Background: an optimization exercise with open tools, aiming at small area, a short achievable clock period and few clock cycles. Do not read the settings as production practice.
In this exercise RTL edits were held to simulation tests only and were not proved equivalent to the original.

==> v39 <==
==> flow/design.v <==
`timescale 1ns / 100ps
module coef_rom (
    input  wire [4:0]  k,
    output reg  [30:0] q
);
    always @(*) begin
        case (k)
            5'd0: q = 31'h3f800000;
            5'd1: q = 31'h3f800000;
            5'd2: q = 31'h3f000000;
            5'd3: q = 31'h3e2aaaab;
            5'd4: q = 31'h3d2aaaab;
            5'd5: q = 31'h3c088889;
            5'd6: q = 31'h3ab60b61;
            5'd7: q = 31'h39500d01;
            5'd8: q = 31'h37d00d01;
            5'd9: q = 31'h3638ef1d;
            5'd10: q = 31'h3493f27d;
            5'd11: q = 31'h32d7322b;
            5'd12: q = 31'h310f76c7;
            5'd13: q = 31'h2f309231;
            5'd14: q = 31'h2d49cba5;
            5'd15: q = 31'h2b573f9f;
            5'd16: q = 31'h29573f9f;
            5'd17: q = 31'h274a963b;
            5'd18: q = 31'h253413c3;
            5'd19: q = 31'h2317a4db;
            5'd20: q = 31'h20f2a15d;
            5'd21: q = 31'h1eb8dc77;
            5'd22: q = 31'h1c8671cb;
            5'd23: q = 31'h1a3b0da1;
            5'd24: q = 31'h17f96781;
            5'd25: q = 31'h159f9e67;
            5'd26: q = 31'h1344742f;
            5'd27: q = 31'h10e8d58f;
            5'd28: q = 31'h0e850c51;
            5'd29: q = 31'h0c12cfcd;
            5'd30: q = 31'h099c9963;
            default: q = 31'h00000000;
        endcase
    end
endmodule
`timescale 1ns / 100ps
module first_rom (
    input  wire [4:0]  k,
    output reg  [31:0] q
);
    always @(*) begin
        case (k)
            5'd0: q = 32'h3f800000;
            5'd1: q = 32'h3f800000;
            5'd2: q = 32'h3f000000;
            5'd3: q = 32'h3e2aaaab;
            5'd4: q = 32'h3d2aaaab;
            5'd5: q = 32'h3c088889;
            5'd6: q = 32'h3ab60b61;
            5'd7: q = 32'h39500d01;
            5'd8: q = 32'h37d00d01;
            5'd9: q = 32'h3638ef1d;
            5'd10: q = 32'h3493f27d;
            5'd11: q = 32'h32d7322b;
            5'd12: q = 32'h310f76c7;
            5'd13: q = 32'h2f309231;
            5'd14: q = 32'h2d49cba5;
            5'd15: q = 32'h2b573f9f;
            5'd16: q = 32'h29573f9f;
            5'd17: q = 32'h274a963b;
            5'd18: q = 32'h253413c3;
            5'd19: q = 32'h2317a4db;
            5'd20: q = 32'h20f2a15d;
            5'd21: q = 32'h1eb8dc77;
            5'd22: q = 32'h1c8671cb;
            5'd23: q = 32'h1a3b0da1;
            5'd24: q = 32'h17f96781;
            5'd25: q = 32'h159f9e67;
            5'd26: q = 32'h1344742f;
            5'd27: q = 32'h10e8d58f;
            5'd28: q = 32'h0e850c51;
            5'd29: q = 32'h0c12cfcd;
            5'd30: q = 32'h099c9973;
            default: q = 32'h00000000;
        endcase
    end
endmodule
`timescale 1ns / 100ps
module mac #(
    parameter int DATA_WIDTH    = 32,
    parameter int ADDR_LINES    = 5
) (
    input  logic                        clk_i,
    input  logic                        rstn_i,
    input  logic [DATA_WIDTH-1:0]       signal_i,
    input  logic                        wr_en_i,
    input  logic                        last_i,
    input  logic [ADDR_LINES-1:0]       terms_i,
    output logic                        full_o,
    output logic                        empty_o,
    output logic                        idle_o,
    output logic [DATA_WIDTH-1:0]       result_o,
    output logic                        done_o
);
    localparam int D  = 8;               
    localparam int SW = 3;               
    logic [1023:0] st;       
    logic [5:0]    count;
    logic          run;      
    logic          zrun;     
    logic [2:0]    g;        
    wire           busy = run | zrun;
    wire           wr   = wr_en_i & ~busy & ~count[5];
    always_ff @(posedge clk_i)
        for (int b = 0; b < 4; b++)
            if ((wr && count[4:3] == 2'(b)) || (run && g == 3'(b))) begin
                st[b*256 +: 224]     <= st[b*256+32 +: 224];
                st[b*256+224 +: 32]  <= run ? st[b*256 +: 32] : signal_i;
            end
    assign idle_o  = ~wr_en_i;
    logic [4:0]    nl;       
    logic [4:0]    tq;       
    logic [31:0]   a0r;      
    logic [SW-1:0] s;        
    logic [4:0]    it;       
    wire  [31:0]   a0_tab;
    first_rom u_first (.k(terms_i), .q(a0_tab));
    wire           fin_done;   
    wire           start = ~busy & last_i;
    wire  [4:0]    ncount = count[4:0] + {4'd0, wr} - 5'd1;
    always_ff @(posedge clk_i or negedge rstn_i) begin
        if (!rstn_i) begin
            count   <= 6'd0;
            full_o  <= 1'b0;
            empty_o <= 1'b1;
            run     <= 1'b0;
            zrun    <= 1'b0;
        end else begin
            if (wr) begin
                count   <= count + 6'd1;
                full_o  <= (count == 6'd31);
                empty_o <= 1'b0;
            end
            if (start) begin
                run  <= (terms_i != 5'd0);
                zrun <= (terms_i == 5'd0);
            end else if (fin_done) begin
                run     <= 1'b0;
                zrun    <= 1'b0;
                count   <= 6'd0;
                full_o  <= 1'b0;
                empty_o <= 1'b1;
            end
        end
    end
    always_ff @(posedge clk_i) begin
        if (start) begin
            nl <= ncount;
            tq <= terms_i;
            a0r <= a0_tab;
            s  <= '0;
            it <= 5'd1;
            g  <= 3'd0;
        end else if (zrun) begin
            {g[1:0], s} <= {g[1:0], s} + 5'd1;
        end else if (run) begin
            s <= s + SW'(1);
            if (s == SW'(D-1)) begin
                if (it == tq) begin
                    it <= 5'd1;
                    g  <= g + 3'd1;
                end else begin
                    it <= it + 5'd1;
                end
            end
        end
    end
    wire          lastg = (g == {1'b0, nl[4:3]});
    wire          vq = run && ((g < {1'b0, nl[4:3]}) || (lastg && s >= ~nl[2:0]));
    wire          fq = (it == tq);
    wire          lq = fq && lastg && (s == SW'(D-1));
    wire  [4:0]   kq = tq - it;
    logic [D-1:0] vp;
    logic [D-1:0] fp, lp;
    logic [4:0]   kp [0:D-1];
    always_ff @(posedge clk_i or negedge rstn_i)
        if (!rstn_i) vp <= '0;
        else         vp <= {vp[D-2:0], vq};
    always_ff @(posedge clk_i) begin
        fp    <= {fp[D-2:0], fq};
        lp    <= {lp[D-2:0], lq};
        kp[0] <= kq;
        for (int i = 1; i < D; i++) kp[i] <= kp[i-1];
    end
    logic [31:0] acc_new;            
    logic [31:0] a_r;                
    logic        xs_r, xz_r;
    logic [7:0]  xe_r;               
    logic [11:0] one_r, two_r, neg_r;
    wire  [31:0] xrd = st[g[1:0]*256 +: 32];
    wire  [24:0] xb  = {1'b1, xrd[22:0], 1'b0};
    logic [11:0] b_one, b_two, b_neg;
    always_comb
        for (int i = 0; i < 12; i++) begin
            b_one[i] = xb[2*i+1] ^ xb[2*i];
            b_two[i] = (xb[2*i+2] & ~xb[2*i+1] & ~xb[2*i]) | (~xb[2*i+2] & xb[2*i+1] & xb[2*i]);
            b_neg[i] = xb[2*i+2] & ~(xb[2*i+1] & xb[2*i]);
        end
    always_ff @(posedge clk_i) begin
        a_r   <= (it == 5'd1) ? a0r : acc_new;
        xs_r  <= xrd[31];
        xz_r  <= (xrd[30:0] == 31'd0);
        xe_r  <= xrd[30:23] - 8'd127;
        one_r <= b_one;
        two_r <= b_two;
        neg_r <= b_neg;
    end
    function automatic [95:0] csa(input [47:0] x, input [47:0] y, input [47:0] z);
        csa = {x ^ y ^ z, ((x & y) | (x & z) | (y & z)) << 1};
    endfunction
    wire [23:0] am = {1'b1, a_r[22:0]};
    logic [47:0] row [0:12];
    always_comb begin
        logic [24:0] v [0:11];
        for (int i = 0; i < 12; i++)
            v[i] = (one_r[i] ? {1'b0, am} : two_r[i] ? {am, 1'b0} : 25'd0) ^ {25{neg_r[i]}};
        row[0] = {20'd0, ~neg_r[0], neg_r[0], neg_r[0], v[0]};
        for (int i = 1; i < 11; i++)
            row[i] = ({21'd0, 1'b1, ~neg_r[i], v[i]} << (2*i)) | ({47'd0, neg_r[i-1]} << (2*i-2));
        row[11] = {~neg_r[11], v[11], 22'd0} | ({47'd0, neg_r[10]} << 20);
        row[12] = {am, 24'd0} | ({47'd0, neg_r[11]} << 22);
    end
    logic [47:0] t1 [0:8];
    logic [47:0] t2 [0:5];
    always_comb begin
        {t1[0], t1[1]} = csa(row[0], row[1], row[2]);
        {t1[2], t1[3]} = csa(row[3], row[4], row[5]);
        {t1[4], t1[5]} = csa(row[6], row[7], row[8]);
        {t1[6], t1[7]} = csa(row[9], row[10], row[11]);
        t1[8] = row[12];
        {t2[0], t2[1]} = csa(t1[0], t1[1], t1[2]);
        {t2[2], t2[3]} = csa(t1[3], t1[4], t1[5]);
        {t2[4], t2[5]} = csa(t1[6], t1[7], t1[8]);
    end
    logic [47:0] r1 [0:5];
    logic        z1, sg1;
    logic [7:0]  pe1;
    always_ff @(posedge clk_i) begin
        for (int i = 0; i < 6; i++) r1[i] <= t2[i];
        z1  <= xz_r | (a_r[30:0] == 31'd0);
        sg1 <= xs_r ^ a_r[31];
        pe1 <= xe_r + a_r[30:23];
    end
    logic [47:0] t3 [0:3];
    logic [47:0] t4 [0:2];
    logic [47:0] t5 [0:1];
    always_comb begin
        {t3[0], t3[1]} = csa(r1[0], r1[1], r1[2]);
        {t3[2], t3[3]} = csa(r1[3], r1[4], r1[5]);
        {t4[0], t4[1]} = csa(t3[0], t3[1], t3[2]);
        t4[2] = t3[3];
        {t5[0], t5[1]} = csa(t4[0], t4[1], t4[2]);
    end
    wire  [30:0] c_tab;
    coef_rom u_coef (.k(kp[1]), .q(c_tab));
    logic [47:0] ps2, pc2;
    logic        z2, sg2;
    logic [7:0]  pe2;
    logic [30:0] c2;
    always_ff @(posedge clk_i) begin
        ps2 <= z1 ? 48'd0 : t5[0];       
        pc2 <= z1 ? 48'd0 : t5[1];
        z2  <= z1;
        sg2 <= sg1;
        pe2 <= pe1;
        c2  <= c_tab;
    end
    wire [23:0] plo  = {1'b0, ps2[22:0]} + {1'b0, pc2[22:0]};
    wire [25:0] phi0 = {1'b0, ps2[47:23], 1'b0} + {1'b0, pc2[47:23], 1'b0};
    wire [25:0] phi1 = {1'b0, ps2[47:23], 1'b1} + {1'b0, pc2[47:23], 1'b1};
    wire [7:0]  pez  = z2 ? 8'd0 : pe2;              
    wire [7:0]  pez1 = pez + 8'd1;                   
    wire [7:0]  ce2  = c2[30:23];
    wire [8:0]  d0   = {1'b0, ce2} - {1'b0, pez};    
    wire [8:0]  d1   = {1'b0, ce2} - {1'b0, pez1};   
    logic [24:0] ph3;                                
    logic [22:0] cm3;
    logic [7:0]  ce3, be03, be13, dif03, dif13;
    logic        bs3, comp03, comp13, eq03, eq13;
    always_ff @(posedge clk_i) begin
        ph3    <= plo[23] ? phi1[25:1] : phi0[25:1];
        bs3    <= ~z2 & sg2;
        cm3    <= c2[22:0];
        ce3    <= ce2;
        be03   <= pez;
        be13   <= pez1;
        comp03 <= ~d0[8] & (d0[7:0] != 8'd0);        
        comp13 <= ~d1[8] & (d1[7:0] != 8'd0);
        eq03   <= (d0 == 9'd0);
        eq13   <= (d1 == 9'd0);
        dif03  <= d0[8] ? -d0[7:0] : d0[7:0];        
        dif13  <= d1[8] ? -d1[7:0] : d1[7:0];
    end
    wire        p47  = ph3[24];
    wire [22:0] bm   = p47 ? ph3[23:1] : ph3[22:0];
    wire [7:0]  be   = p47 ? be13 : be03;
    wire        comp = p47 ? comp13 : comp03;
    wire        eq   = p47 ? eq13 : eq03;
    wire        gt   = p47 ? (cm3 > ph3[23:1]) : (cm3 > ph3[22:0]);
    wire        swap = comp | (eq & gt);
    logic [23:0] big4, small4;
    logic [7:0]  bex4, dif4;
    logic        sub4, sgn4;
    always_ff @(posedge clk_i) begin
        big4   <= {1'b1, swap ? cm3 : bm};
        small4 <= {1'b1, swap ? bm : cm3};
        bex4   <= comp ? ce3 : be;
        dif4   <= p47 ? dif13 : dif03;
        sub4   <= bs3;
        sgn4   <= swap ? 1'b0 : bs3;
    end
    logic [23:0] big5;
    logic [24:0] sh5;            
    logic [7:0]  bex5;
    logic        sub5, sgn5;
    always_ff @(posedge clk_i) begin
        big5 <= big4;
        sh5  <= {1'b0, (dif4 >= 8'd24) ? 24'd0 : (small4 >> dif4[4:0])} ^ {25{sub4}};
        bex5 <= bex4;
        sub5 <= sub4;
        sgn5 <= sgn4;
    end
    wire  [25:0] sum5 = {1'b0, big5, 1'b1} + {sh5, sub5};
    logic [24:0] sum6;
    logic [7:0]  bex6;
    logic        sgn6;
    always_ff @(posedge clk_i) begin
        sum6 <= sum5[25:1];
        bex6 <= bex5;
        sgn6 <= sgn5;
    end
    logic [4:0] lz;
    always_comb begin
        lz = 5'd24;
        for (int i = 0; i < 24; i++)
            if (sum6[i]) lz = 5'(23 - i);
    end
    logic [24:0] sum7;
    logic [4:0]  lz7;
    logic        nz7;
    logic [7:0]  bex7;
    logic        sgn7;
    always_ff @(posedge clk_i) begin
        sum7 <= sum6;
        lz7  <= lz;
        nz7  <= |sum6[22:0];
        bex7 <= bex6;
        sgn7 <= sgn6;
    end
    logic [7:0]  ne;
    logic [22:0] nm;
    always_comb begin
        if (sum7[24]) begin
            nm = sum7[23:1];
            ne = bex7 + 8'd1;
        end else if (nz7) begin
            nm = sum7[22:0] << lz7;
            ne = bex7 - {3'd0, lz7};
        end else begin
            nm = sum7[22:0];
            ne = bex7;
        end
    end
    assign acc_new = {sgn7, ne, nm};
    wire zlast = zrun && ({g[1:0], s} == nl);
    assign fin_done = (vp[D-1] & fp[D-1] & lp[D-1]) | zlast;
    always_ff @(posedge clk_i)
        result_o <= zrun ? a0r : acc_new;
    always_ff @(posedge clk_i or negedge rstn_i)
        if (!rstn_i) done_o <= 1'b0;
        else         done_o <= (vp[D-1] & fp[D-1]) | zrun;
endmodule
==> flow/run.sh <==
#!/bin/bash
# synth_recipe.tcl (not shown) runs the flow's synth.tcl, then flattens the netlist and writes it again
# the make line also repeats each setting of config.mk as NAME=value (left out here)
make -C /OpenROAD-flow-scripts/flow DESIGN_CONFIG=/design/flow/config.mk WORK_HOME=/design/flow/orfs CLKGATE_MAP_FILE= SYNTH_SCRIPT=/design/flow/synth_recipe.tcl finish
==> flow/config.mk <==
export PLATFORM = sky130hd
export DESIGN_NAME = mac
export DESIGN_NICKNAME = mac
export VERILOG_FILES = /design/flow/design.v
export SDC_FILE = /design/flow/constraint.sdc
export NUM_CORES = 4
export LEC_CHECK = 0
export CAP_MARGIN = 20
export CORE_MARGIN = 2
export CORE_UTILIZATION = 60
export SETUP_SLACK_MARGIN = 3.1
export SLEW_MARGIN = 20
==> flow/constraint.sdc <==
create_clock -name core_clock -period 6.0 [get_ports {clk_i}]
set_input_delay 1.2000 -clock core_clock [delete_from_list [all_inputs] [get_ports {clk_i}]]
set_output_delay 1.2000 -clock core_clock [all_outputs]
set_load 0.01 [all_outputs]
==> inputs of v24, as changes to v39 <==
--- a/flow/design.v
+++ b/flow/design.v
@@ -112,3 +112,3 @@
         for (int b = 0; b < 4; b++)
-            if ((wr && count[4:3] == 2'(b)) || (run && g == 3'(b))) begin
+            if ((wr && count[4:3] == 2'(b)) || (run && (g == 3'(b) || (pr != 3'd0 && nl[4:3] == 2'(b))))) begin
                 st[b*256 +: 224]     <= st[b*256+32 +: 224];
@@ -122,2 +122,5 @@
     logic [4:0]    it;       
+    logic [SW-1:0] s0;       
+    logic [SW-1:0] pr;       
+    wire           lastg = (g == {1'b0, nl[4:3]});
     wire  [31:0]   a0_tab;
@@ -160,2 +163,4 @@
             g  <= 3'd0;
+            s0 <= (ncount[4:3] != 2'd0) ? ~ncount[2:0] : 3'd0;
+            pr <= (ncount[4:3] != 2'd0) ? ~ncount[2:0] : 3'd0;
         end else if (zrun) begin
@@ -163,4 +168,4 @@
         end else if (run) begin
-            s <= s + SW'(1);
-            if (s == SW'(D-1)) begin
+            if (pr != 3'd0) pr <= pr - 3'd1;
+            if (s == (lastg ? s0 - SW'(1) : SW'(D-1))) begin
                 if (it == tq) begin
@@ -168,5 +173,9 @@
                     g  <= g + 3'd1;
+                    s  <= (g + 3'd1 == {1'b0, nl[4:3]}) ? s0 : s + SW'(1);
                 end else begin
                     it <= it + 5'd1;
+                    s  <= s + SW'(1);
                 end
+            end else begin
+                s <= s + SW'(1);
             end
@@ -174,3 +183,2 @@
     end
-    wire          lastg = (g == {1'b0, nl[4:3]});
     wire          vq = run && ((g < {1'b0, nl[4:3]}) || (lastg && s >= ~nl[2:0]));
@@ -281,3 +289,5 @@
     wire [8:0]  d0   = {1'b0, ce2} - {1'b0, pez};    
-    wire [8:0]  d1   = {1'b0, ce2} - {1'b0, pez1};   
+    wire [7:0]  n0   = pez - ce2;                    
+    wire [8:0]  d1   = (pez == 8'hff) ? {1'b0, ce2} : ({1'b0, ce2} + {1'b1, ~pez});
+    wire [7:0]  n1   = pez - ce2 + 8'd1;
     logic [24:0] ph3;                                
@@ -297,4 +307,4 @@
         eq13   <= (d1 == 9'd0);
-        dif03  <= d0[8] ? -d0[7:0] : d0[7:0];        
-        dif13  <= d1[8] ? -d1[7:0] : d1[7:0];
+        dif03  <= d0[8] ? n0 : d0[7:0];              
+        dif13  <= d1[8] ? n1 : d1[7:0];
     end
@@ -305,35 +315,32 @@
     wire        eq   = p47 ? eq13 : eq03;
-    wire        gt   = p47 ? (cm3 > ph3[23:1]) : (cm3 > ph3[22:0]);
-    wire        swap = comp | (eq & gt);
-    logic [23:0] big4, small4;
-    logic [7:0]  bex4, dif4;
-    logic        sub4, sgn4;
+    wire [7:0]  dif  = p47 ? dif13 : dif03;
+    wire [23:0] shin = {1'b1, comp ? bm : cm3};
+    wire [23:0] shd  = (dif >= 8'd24) ? 24'd0 : (shin >> dif[4:0]);
+    logic [23:0] big4;
+    logic [24:0] sh4;            
+    logic [7:0]  bex4;
+    logic        sub4, sgn4, eqs4;
     always_ff @(posedge clk_i) begin
-        big4   <= {1'b1, swap ? cm3 : bm};
-        small4 <= {1'b1, swap ? bm : cm3};
-        bex4   <= comp ? ce3 : be;
-        dif4   <= p47 ? dif13 : dif03;
-        sub4   <= bs3;
-        sgn4   <= swap ? 1'b0 : bs3;
-    end
-    logic [23:0] big5;
-    logic [24:0] sh5;            
+        big4 <= {1'b1, comp ? cm3 : bm};
+        sh4  <= {1'b0, shd} ^ {25{bs3}};
+        bex4 <= comp ? ce3 : be;
+        sub4 <= bs3;
+        sgn4 <= comp ? 1'b0 : bs3;
+        eqs4 <= eq & bs3;
+    end
+    wire  [25:0] suma = {1'b0, big4, 1'b1} + {sh4, sub4};
+    wire  [24:0] sumb = {~sh4[23:0], 1'b1} + {~big4, 1'b1};
+    logic [24:0] suma5;
+    logic [23:0] sumb5;
     logic [7:0]  bex5;
-    logic        sub5, sgn5;
+    logic        sgn5, eqs5;
     always_ff @(posedge clk_i) begin
-        big5 <= big4;
-        sh5  <= {1'b0, (dif4 >= 8'd24) ? 24'd0 : (small4 >> dif4[4:0])} ^ {25{sub4}};
-        bex5 <= bex4;
-        sub5 <= sub4;
-        sgn5 <= sgn4;
-    end
-    wire  [25:0] sum5 = {1'b0, big5, 1'b1} + {sh5, sub5};
-    logic [24:0] sum6;
-    logic [7:0]  bex6;
-    logic        sgn6;
-    always_ff @(posedge clk_i) begin
-        sum6 <= sum5[25:1];
-        bex6 <= bex5;
-        sgn6 <= sgn5;
+        suma5 <= suma[25:1];
+        sumb5 <= sumb[24:1];
+        bex5  <= bex4;
+        sgn5  <= sgn4;
+        eqs5  <= eqs4;
     end
+    wire        cbig  = eqs5 & suma5[24];       
+    wire [24:0] sum5  = cbig ? {1'b0, sumb5} : suma5;
     logic [4:0] lz;
@@ -342,15 +349,15 @@
         for (int i = 0; i < 24; i++)
-            if (sum6[i]) lz = 5'(23 - i);
+            if (sum5[i]) lz = 5'(23 - i);
     end
-    logic [24:0] sum7;
-    logic [4:0]  lz7;
-    logic        nz7;
-    logic [7:0]  bex7;
-    logic        sgn7;
+    logic [24:0] sum6;
+    logic [4:0]  lz6;
+    logic        nz6;
+    logic [7:0]  bex6;
+    logic        sgn6;
     always_ff @(posedge clk_i) begin
-        sum7 <= sum6;
-        lz7  <= lz;
-        nz7  <= |sum6[22:0];
-        bex7 <= bex6;
-        sgn7 <= sgn6;
+        sum6 <= sum5;
+        lz6  <= lz;
+        nz6  <= |sum5[22:0];
+        bex6 <= bex5;
+        sgn6 <= cbig ? 1'b0 : sgn5;
     end
@@ -359,21 +366,23 @@
     always_comb begin
-        if (sum7[24]) begin
-            nm = sum7[23:1];
-            ne = bex7 + 8'd1;
-        end else if (nz7) begin
-            nm = sum7[22:0] << lz7;
-            ne = bex7 - {3'd0, lz7};
+        if (sum6[24]) begin
+            nm = sum6[23:1];
+            ne = bex6 + 8'd1;
+        end else if (nz6) begin
+            nm = sum6[22:0] << lz6;
+            ne = bex6 - {3'd0, lz6};
         end else begin
-            nm = sum7[22:0];
-            ne = bex7;
+            nm = sum6[22:0];
+            ne = bex6;
         end
     end
-    assign acc_new = {sgn7, ne, nm};
-    wire zlast = zrun && ({g[1:0], s} == nl);
-    assign fin_done = (vp[D-1] & fp[D-1] & lp[D-1]) | zlast;
+    logic [31:0] acc7;
     always_ff @(posedge clk_i)
-        result_o <= zrun ? a0r : acc_new;
+        acc7 <= zrun ? a0r : {sgn6, ne, nm};
+    assign acc_new = acc7;
+    wire zlast = zrun && ({g[1:0], s} == nl);
+    assign fin_done = (vp[D-2] & fp[D-2] & lp[D-2]) | zlast;
+    assign result_o = acc7;
     always_ff @(posedge clk_i or negedge rstn_i)
         if (!rstn_i) done_o <= 1'b0;
-        else         done_o <= (vp[D-1] & fp[D-1]) | zrun;
+        else         done_o <= (vp[D-2] & fp[D-2]) | zrun;
 endmodule
- SETUP_SLACK_MARGIN: 3.1 -> 3.2
==> inputs of v20, as changes to v39 <==
--- a/flow/design.v
+++ b/flow/design.v
@@ -103,17 +103,14 @@
     localparam int SW = 3;               
-    logic [1023:0] st;       
-    logic [5:0]    count;
-    logic          run;      
-    logic          zrun;     
-    logic [2:0]    g;        
-    wire           busy = run | zrun;
-    wire           wr   = wr_en_i & ~busy & ~count[5];
+    logic [31:0] mem [0:31];
+    logic [5:0]  count;
+    logic        run;        
+    logic        zrun;       
+    wire         busy = run | zrun;
+    wire         wr   = wr_en_i & ~busy & ~count[5];
     always_ff @(posedge clk_i)
-        for (int b = 0; b < 4; b++)
-            if ((wr && count[4:3] == 2'(b)) || (run && g == 3'(b))) begin
-                st[b*256 +: 224]     <= st[b*256+32 +: 224];
-                st[b*256+224 +: 32]  <= run ? st[b*256 +: 32] : signal_i;
-            end
+        if (wr) mem[count[4:0]] <= signal_i;
+    assign full_o  = count[5];
+    assign empty_o = (count == 6'd0);
     assign idle_o  = ~wr_en_i;
-    logic [4:0]    nl;       
+    logic [5:0]    nlast;    
     logic [4:0]    tq;       
@@ -122,2 +119,4 @@
     logic [4:0]    it;       
+    logic [5:0]    rp;       
+    logic [5:0]    gb;       
     wire  [31:0]   a0_tab;
@@ -126,16 +125,9 @@
     wire           start = ~busy & last_i;
-    wire  [4:0]    ncount = count[4:0] + {4'd0, wr} - 5'd1;
     always_ff @(posedge clk_i or negedge rstn_i) begin
         if (!rstn_i) begin
-            count   <= 6'd0;
-            full_o  <= 1'b0;
-            empty_o <= 1'b1;
-            run     <= 1'b0;
-            zrun    <= 1'b0;
+            count <= 6'd0;
+            run   <= 1'b0;
+            zrun  <= 1'b0;
         end else begin
-            if (wr) begin
-                count   <= count + 6'd1;
-                full_o  <= (count == 6'd31);
-                empty_o <= 1'b0;
-            end
+            if (wr) count <= count + 6'd1;
             if (start) begin
@@ -144,7 +136,5 @@
             end else if (fin_done) begin
-                run     <= 1'b0;
-                zrun    <= 1'b0;
-                count   <= 6'd0;
-                full_o  <= 1'b0;
-                empty_o <= 1'b1;
+                run   <= 1'b0;
+                zrun  <= 1'b0;
+                count <= 6'd0;
             end
@@ -154,19 +144,25 @@
         if (start) begin
-            nl <= ncount;
-            tq <= terms_i;
-            a0r <= a0_tab;
-            s  <= '0;
-            it <= 5'd1;
-            g  <= 3'd0;
-        end else if (zrun) begin
-            {g[1:0], s} <= {g[1:0], s} + 5'd1;
-        end else if (run) begin
-            s <= s + SW'(1);
-            if (s == SW'(D-1)) begin
+            nlast <= count + {5'd0, wr} - 6'd1;
+            tq    <= terms_i;
+            a0r   <= a0_tab;
+            s     <= '0;
+            it    <= 5'd1;
+            rp    <= 6'd0;
+            gb    <= 6'd0;
+        end else if (busy) begin
+            if (zrun) begin
+                rp <= rp + 6'd1;
+            end else if (s == SW'(D-1)) begin
+                s <= '0;
                 if (it == tq) begin
                     it <= 5'd1;
-                    g  <= g + 3'd1;
+                    gb <= gb + 6'(D);
+                    rp <= gb + 6'(D);
                 end else begin
                     it <= it + 5'd1;
+                    rp <= gb;
                 end
+            end else begin
+                s  <= s + SW'(1);
+                rp <= rp + 6'd1;
             end
@@ -174,7 +170,13 @@
     end
-    wire          lastg = (g == {1'b0, nl[4:3]});
-    wire          vq = run && ((g < {1'b0, nl[4:3]}) || (lastg && s >= ~nl[2:0]));
-    wire          fq = (it == tq);
-    wire          lq = fq && lastg && (s == SW'(D-1));
-    wire  [4:0]   kq = tq - it;
+    logic          vq, fq, lq, firstq;
+    logic [4:0]    kq;
+    always_ff @(posedge clk_i or negedge rstn_i)
+        if (!rstn_i) vq <= 1'b0;
+        else         vq <= run && (rp <= nlast);
+    always_ff @(posedge clk_i) begin
+        fq     <= (it == tq);
+        lq     <= (it == tq) && (rp == nlast);
+        firstq <= (it == 5'd1);
+        kq     <= tq - it;
+    end
     logic [D-1:0] vp;
@@ -196,3 +198,4 @@
     logic [11:0] one_r, two_r, neg_r;
-    wire  [31:0] xrd = st[g[1:0]*256 +: 32];
+    logic [31:0] xrd;
+    always_ff @(posedge clk_i) xrd <= mem[rp[4:0]];
     wire  [24:0] xb  = {1'b1, xrd[22:0], 1'b0};
@@ -206,3 +209,3 @@
     always_ff @(posedge clk_i) begin
-        a_r   <= (it == 5'd1) ? a0r : acc_new;
+        a_r   <= firstq ? a0r : acc_new;
         xs_r  <= xrd[31];
@@ -371,3 +374,3 @@
     assign acc_new = {sgn7, ne, nm};
-    wire zlast = zrun && ({g[1:0], s} == nl);
+    wire zlast = zrun && (rp == nlast);
     assign fin_done = (vp[D-1] & fp[D-1] & lp[D-1]) | zlast;
- CORE_UTILIZATION: 60 -> 65
- SETUP_SLACK_MARGIN: 3.1 -> 3.0
==> results.txt <==
- Die area: v39 < v24 < v20.
- Of v39 and v24, v39 has the higher global-route usage (gap 0.34 points).
- Flip-flop and latch count, lowest first: v24, v39, v20.
- Non-clock buffer count: v20 > v24 > v39.
- Cell area: v20 > v24 > v39.
Testbench counts of v39, summed over its fixed seeds: cycles 14,644.
Testbench counts of v24, summed over its fixed seeds: cycles 14,498.
Testbench counts of v20, summed over its fixed seeds: cycles 14,556.

-- separate check: timing with driven ports --
How much do the figures lean on ideal ports? The routed layouts below were timed once more, with nothing changed but the port constraints.
Step 1 assumes that a clkbuf_16 drives the clock port and a buf_2 every other input.
Step 2, shift: input delay + t, output delay - t, t = (earliest + latest rising clock arrival at the registers) / 2. This alone moves slack from input paths to output paths.
Three values: ideal ports, drivers, drivers and shift; two values: the first two.
| run | t, ns | setup slack, ns | slew at the worst register clock pin (ns) | worst slew at a driven data input, ns |
|---|---|---|---|---|
| v39 | 0.881 | 2.924 / 2.924 / 2.354 | 0.07 / 0.07 | 0.10 |
| v24 | 0.877 | 2.735 / 2.735 / 2.409 | 0.07 / 0.07 | 0.10 |
| v20 | 0.892 | 2.582 / 2.497 / 2.230 | 0.07 / 0.07 | 0.15 |
After both steps every run listed still meets setup and hold. For v39, which loses most, drivers alone change the setup slack by 0.000 ns; drivers and shift together by -0.570 ns.
